Source: an optimization exercise on an open RTL-to-GDS flow (aim: small area and a short achievable clock period). Production flows keep margins and buffers that such runs may drop.
In this exercise RTL edits were held to simulation tests only and were not proved equivalent to the original.
Power figures rest on the tool's default switching activity, not on a simulated workload.

// calc_top
module calc_top (
   input              clk,
   input              rst,
   input      [15:0]  data_x,
   input      [1:0]   KEY,
   input      [6:0]   SW,
   output     [7:0]   HEX0,
   output     [7:0]   HEX1,
   output     [7:0]   HEX2,
   output     [7:0]   HEX3,
   output     [7:0]   HEX4,
   output     [7:0]   HEX5,
   output     [1:0]   LEDR
   );
reg [6:0] cnt;
wire strobe = (cnt == 7'd46);
always @(posedge clk)
   cnt <= rst ? 7'd0 : {cnt[5:0], cnt[6] ^ cnt[5] ^ (cnt[5:0] == 6'd0)};
reg [13:0] n1;                  
reg [14*15-1:0] ring;           
reg [3:0]  q;                   
reg        pend;                
reg        acc;                 
reg [13:0] sa;                  
reg [11:0] sb;                  
reg [9:0]  f2, f4, f16;         
wire q_first = (q == 4'b0001);
wire q_last  = (q == 4'b1000);  
wire q_b     = (q == 4'b1110) | (q == 4'b1100) | q_last;    
wire ins = pend & q_first;
wire [13:0] tail = ring[14*15-1:14*14];
wire [13:0] sa_sum = sa + (strobe ? data_x[13:0] : acc ? tail : 14'd0);
wire [11:0] sb_sum = sb + (strobe ? data_x[11:0] : (acc & q_b) ? tail[11:0] : 12'd0);
always @(posedge clk) begin
   ring <= {ring[14*14-1:0], ins ? n1 : tail};
   if (!ins) q <= {q[2:0], q[3] ^ q[2] | q == 4'd0};
   pend <= strobe | (pend & ~ins);
   acc  <= ins | (acc & ~q_last);
   sa <= ins ? 14'd0 : sa_sum;
   sb <= ins ? 12'd0 : sb_sum;
   if (strobe) begin
      n1  <= data_x[13:0];
      f2  <= (data_x[10:0] + n1[10:0]) >> 1;
      f4  <= sb_sum[11:2];
      f16 <= sa_sum[13:4];
   end
end
  ...
Size in the first run: about 1,200 cells after synthesis, roughly 12,000 µm² of cells after synthesis.
Settings: LEC_CHECK=0, CAP_MARGIN=20, CORE_MARGIN=2, CORE_UTILIZATION=65, CTS_BUF_LIST=sky130_fd_sc_hd__clkbuf_16, CTS_CLUSTER_DIAMETER=60, CTS_CLUSTER_SIZE=30, SLEW_MARGIN=20; clock period 28.0 ns.
standard.sh (not shown) runs the stock make flow with config.mk's settings and CLKGATE_MAP_FILE= SYNTH_SCRIPT=/design/flow/synth_recipe.tcl, a recipe that flattens the netlist after the stock synthesis.
==> flow/flow/run.sh <==
#!/bin/bash
# Own layout flow: the standard synthesis, then the combinational logic
# between the registers is mapped again by ABC (the registers, their names
# and cell types stay as the standard synthesis made them), then the standard flow's
# standard layout steps from floorplan to finish, with timing repair aiming
# past zero slack and plain buffers on the ports.
set -euo pipefail
W=$(pwd)
R=$W/orfs/results/$FLOW_PLATFORM/calc_top/base
ABC_SCRIPT="+strash;dc2;b;dch,-f;map;topo;dnsize"
ABC_SCRIPT2="+strash;dch,-f;amap;topo;dnsize"
MARGIN=13
YOSYS=yosys
[[ -x $FLOW_HOME/../tools/install/yosys/bin/yosys ]] && YOSYS=$FLOW_HOME/../tools/install/yosys/bin/yosys

bash standard.sh synth > $W/std_synth.log 2>&1
cp $R/1_2_yosys.v $W/std_netlist.v

DONT_USE=$(make -s -C $FLOW_HOME DESIGN_CONFIG=$W/config.mk WORK_HOME=$W/orfs print-DONT_USE_CELLS | sed -n 's/^DONT_USE_CELLS: *//p' | tail -1)
LIB=$(make -s -C $FLOW_HOME DESIGN_CONFIG=$W/config.mk WORK_HOME=$W/orfs print-LIB_FILES | sed -n 's/^LIB_FILES: *//p' | tail -1)
export REMAP_IN=$W/std_netlist.v REMAP_OUT=$W/remap_netlist.v REMAP_LIB="$LIB" \
       REMAP_DONT_USE="$DONT_USE" REMAP_TOP=$FLOW_TOP REMAP_SCRIPT="$ABC_SCRIPT" \
       REMAP_SCRIPT2="$ABC_SCRIPT2"
$YOSYS -c $W/flow/remap.tcl > $W/remap.log 2>&1
cp $W/remap_netlist.v $R/1_2_yosys.v
rm -f $R/1_synth.odb $R/1_synth.sdc

bash standard.sh SETUP_SLACK_MARGIN=$MARGIN \
   BUFFER_PORTS_ARGS="-buffer_cell sky130_fd_sc_hd__buf_2" finish > $W/layout.log 2>&1
Other scripts of this flow, unchanged in this note and not shown: flow/flow/remap.tcl
The first run produced a clean layout.
Rerun with:
--- a/flow/flow/run.sh
+++ b/flow/flow/run.sh
@@ -11,3 +11,3 @@
 ABC_SCRIPT2="+strash;dch,-f;amap;topo;dnsize"
-MARGIN=13
+MARGIN=13.5
 YOSYS=yosys
--- a/flow/config.mk
+++ b/flow/config.mk
@@ -10,5 +10,6 @@
 export CORE_UTILIZATION = 65
-export CTS_BUF_LIST = sky130_fd_sc_hd__clkbuf_16
-export CTS_CLUSTER_DIAMETER = 60
-export CTS_CLUSTER_SIZE = 30
+export CTS_BUF_LIST = sky130_fd_sc_hd__clkbuf_8
+export CTS_CLUSTER_DIAMETER = 50
+export CTS_CLUSTER_SIZE = 20
+export PLACE_DENSITY = 0.8
 export SLEW_MARGIN = 20
Effect: First-iteration DRC count increases by 57%; combinational power goes up by 38%; clock power fell by 11%; sequential power is about the same; total power came out higher by 3.1%; routed wire length grows by 12%; via count rose by 8.1%.


v58:
calc_top, a different RTL version from the one above (not shown whole).
Size: roughly 1,200 cells after synthesis, roughly 77 I/O pins, roughly 0.012 sq mm of cells after synthesis.
clock: 28.0 ns
lec_check: 0
cap_margin: 20
core_margin: 2
core_utilization: 65
cts_buf_list: sky130_fd_sc_hd__clkbuf_8
cts_cluster_diameter: 40
cts_cluster_size: 16
place_density: 0.7
slew_margin: 20
==> flow/flow/run.sh <==
#!/bin/bash
# Own layout flow: the standard synthesis, then the combinational logic
# between the registers is mapped again by ABC, the cone that drives the
# outputs for delay and the rest for area (the registers, their names and
# cell types stay as the standard synthesis made them), then the standard flow's
# standard layout steps from floorplan to finish, with timing repair aiming
# past zero slack and plain buffers on the ports.  Each tool's output goes
# to a log file of its own in the work folder.
set -euo pipefail
W=$(pwd)
R=$W/orfs/results/$FLOW_PLATFORM/calc_top/base
ABC_SCRIPT="+strash;dc2;b;dch,-f;map;topo;dnsize"
ABC_SCRIPT2="+strash;dch,-f;amap;topo;dnsize"
MARGIN=13
YOSYS=yosys
[[ -x $FLOW_HOME/../tools/install/yosys/bin/yosys ]] && YOSYS=$FLOW_HOME/../tools/install/yosys/bin/yosys

bash standard.sh synth > $W/std_synth.log 2>&1
cp $R/1_2_yosys.v $W/std_netlist.v

make -s -C $FLOW_HOME DESIGN_CONFIG=$W/config.mk WORK_HOME=$W/orfs \
   print-DONT_USE_CELLS print-LIB_FILES > $W/flow_vars.log 2>&1
DONT_USE=$(sed -n 's/^DONT_USE_CELLS: *//p' $W/flow_vars.log | tail -1)
LIB=$(sed -n 's/^LIB_FILES: *//p' $W/flow_vars.log | tail -1)
export REMAP_IN=$W/std_netlist.v REMAP_OUT=$W/remap_netlist.v REMAP_LIB="$LIB" \
       REMAP_DONT_USE="$DONT_USE" REMAP_TOP=$FLOW_TOP REMAP_SCRIPT="$ABC_SCRIPT" \
       REMAP_SCRIPT2="$ABC_SCRIPT2"
$YOSYS -c $W/flow/remap.tcl > $W/remap.log 2>&1
cp $W/remap_netlist.v $R/1_2_yosys.v
rm -f $R/1_synth.odb $R/1_synth.sdc

bash standard.sh SETUP_SLACK_MARGIN=$MARGIN \
   BUFFER_PORTS_ARGS="-buffer_cell sky130_fd_sc_hd__buf_2" finish > $W/layout.log 2>&1
==> flow/flow/remap.tcl <==
# Map the standard synthesis's combinational logic again.  The cone that
# drives the outputs (the critical paths, from SW to HEX) is mapped for
# delay, the rest for area.  Registers are kept as black boxes, so their
# instances, names and cell types are untouched.
yosys -import
set lib [lindex $::env(REMAP_LIB) 0]
read_liberty -ignore_miss_func -ignore_miss_dir $lib
read_verilog $::env(REMAP_IN)
hierarchy -top $::env(REMAP_TOP)
setattr -mod -set blackbox 1 sky130_fd_sc_hd__*df*
flatten
opt_clean -purge
set du {}
foreach c $::env(REMAP_DONT_USE) { lappend du -dont_use $c }
select -set oc o:HEX* o:LEDR* %u %ci*:-sky130_fd_sc_hd__dfxtp_1:-sky130_fd_sc_hd__edfxtp_1
abc -liberty $lib {*}$du -script $::env(REMAP_SCRIPT) @oc
select -clear
abc -liberty $lib {*}$du -script $::env(REMAP_SCRIPT2)
opt_clean -purge
hilomap -singleton -hicell sky130_fd_sc_hd__conb_1 HI -locell sky130_fd_sc_hd__conb_1 LO
setundef -zero
splitnets
opt_clean -purge
insbuf -buf sky130_fd_sc_hd__buf_4 A X
read_liberty -lib -ignore_miss_func -ignore_miss_dir $lib
hierarchy -top $::env(REMAP_TOP)
tee -o remap_stat.txt stat -liberty $lib
check -assert
write_verilog -noattr -nohex -nodec $::env(REMAP_OUT)
Relative to v58, the following input files were edited for v4:
- GPL_ROUTABILITY_DRIVEN newly set to 0
- PLACE_DENSITY changed from 0.7 to 0.8
diff --git a/flow/flow/run.sh b/flow/flow/run.sh
--- a/flow/flow/run.sh
+++ b/flow/flow/run.sh
@@ -2,8 +2,6 @@
 # Own layout flow: the standard synthesis, then the combinational logic
-# between the registers is mapped again by ABC, the cone that drives the
-# outputs for delay and the rest for area (the registers, their names and
-# cell types stay as the standard synthesis made them), then the standard flow's
+# between the registers is mapped again by ABC (the registers, their names
+# and cell types stay as the standard synthesis made them), then the standard flow's
 # standard layout steps from floorplan to finish, with timing repair aiming
-# past zero slack and plain buffers on the ports.  Each tool's output goes
-# to a log file of its own in the work folder.
+# past zero slack and plain buffers on the ports.
 set -euo pipefail
@@ -20,6 +18,4 @@
 
-make -s -C $FLOW_HOME DESIGN_CONFIG=$W/config.mk WORK_HOME=$W/orfs \
-   print-DONT_USE_CELLS print-LIB_FILES > $W/flow_vars.log 2>&1
-DONT_USE=$(sed -n 's/^DONT_USE_CELLS: *//p' $W/flow_vars.log | tail -1)
-LIB=$(sed -n 's/^LIB_FILES: *//p' $W/flow_vars.log | tail -1)
+DONT_USE=$(make -s -C $FLOW_HOME DESIGN_CONFIG=$W/config.mk WORK_HOME=$W/orfs print-DONT_USE_CELLS | sed -n 's/^DONT_USE_CELLS: *//p' | tail -1)
+LIB=$(make -s -C $FLOW_HOME DESIGN_CONFIG=$W/config.mk WORK_HOME=$W/orfs print-LIB_FILES | sed -n 's/^LIB_FILES: *//p' | tail -1)
 export REMAP_IN=$W/std_netlist.v REMAP_OUT=$W/remap_netlist.v REMAP_LIB="$LIB" \
Findings:
v4 ran to completion and came out clean on the timing, DRC and antenna checks.
Inverter count of the layout excluding clock inverters: v58 vs v4 identical
Summary of v4 over v58: iteration-0 DRC count of the detailed router rose by 41; cell count stayed essentially flat; first-pass GRT wire length shows an increase of 3.4%; post-route total power went down.
Going from v58 to v4, largest voltage drop on the vdd net now sits lower; met3 layer wire length in the routed design saw an increase; utilization after layout shrank by 0.38 points; period utilization held; net count reported at finish held steady.
Setup changes, v4 to v32
- GPL_ROUTABILITY_DRIVEN: 0 -> unset
diff --git a/flow/flow/run.sh b/flow/flow/run.sh
--- a/flow/flow/run.sh
+++ b/flow/flow/run.sh
@@ -2,6 +2,8 @@
 # Own layout flow: the standard synthesis, then the combinational logic
-# between the registers is mapped again by ABC (the registers, their names
-# and cell types stay as the standard synthesis made them), then the standard flow's
+# between the registers is mapped again by ABC, the cone that drives the
+# outputs for delay and the rest for area (the registers, their names and
+# cell types stay as the standard synthesis made them), then the standard flow's
 # standard layout steps from floorplan to finish, with timing repair aiming
-# past zero slack and plain buffers on the ports.
+# past zero slack and plain buffers on the ports.  Each tool's output goes
+# to a log file of its own in the work folder.
 set -euo pipefail
@@ -18,4 +20,6 @@
 
-DONT_USE=$(make -s -C $FLOW_HOME DESIGN_CONFIG=$W/config.mk WORK_HOME=$W/orfs print-DONT_USE_CELLS | sed -n 's/^DONT_USE_CELLS: *//p' | tail -1)
-LIB=$(make -s -C $FLOW_HOME DESIGN_CONFIG=$W/config.mk WORK_HOME=$W/orfs print-LIB_FILES | sed -n 's/^LIB_FILES: *//p' | tail -1)
+make -s -C $FLOW_HOME DESIGN_CONFIG=$W/config.mk WORK_HOME=$W/orfs \
+   print-DONT_USE_CELLS print-LIB_FILES > $W/flow_vars.log 2>&1
+DONT_USE=$(sed -n 's/^DONT_USE_CELLS: *//p' $W/flow_vars.log | tail -1)
+LIB=$(sed -n 's/^LIB_FILES: *//p' $W/flow_vars.log | tail -1)
 export REMAP_IN=$W/std_netlist.v REMAP_OUT=$W/remap_netlist.v REMAP_LIB="$LIB" \
## What came out
Compared with v4, v32 shows overall power after layout lower by 1.3%.
[v32 vs v4] total number of vias: lower in v32
Sort v4 and v32 by non-clock buffer count, ascending, and v4 comes first.
As of v32, total routed wirelength had fallen by a few percent compared to v4.

## afterwards: timing with drivers on the ports
How much do the figures lean on ideal ports? The routed layouts below were timed once more, with nothing changed but the port constraints.
Step 1 (the two cells are an assumption about what drives the block):
set clk [get_ports {clk}]
set_driving_cell -lib_cell sky130_fd_sc_hd__clkbuf_16 $clk
set_driving_cell -lib_cell sky130_fd_sc_hd__buf_2 [delete_from_list [all_inputs] $clk]
Step 2, shift: input delay + t, output delay - t, t = (earliest + latest rising clock arrival at the registers) / 2. This alone moves slack from input paths to output paths.
Three values: ideal, step 1, step 2; two values: the first two.
run	t, ns	setup slack, ns	slew at the worst register clock pin (ns)
the first run of note 1	0.553	13.077 / 12.996 / 12.996	0.11 / 0.11
the second run of note 1	0.619	13.001 / 12.821 / 12.821	0.11 / 0.11
v58	0.617	13.109 / 13.049 / 13.049	0.10 / 0.10
v4	0.619	13.096 / 13.037 / 13.037	0.09 / 0.09
v32	0.602	13.174 / 13.136 / 13.136	0.09 / 0.09
After both steps setup and hold are still met in every run listed. The setup slack of the second run of note 1, which loses most, moves by -0.180 ns with the drivers and by -0.180 ns with both steps.
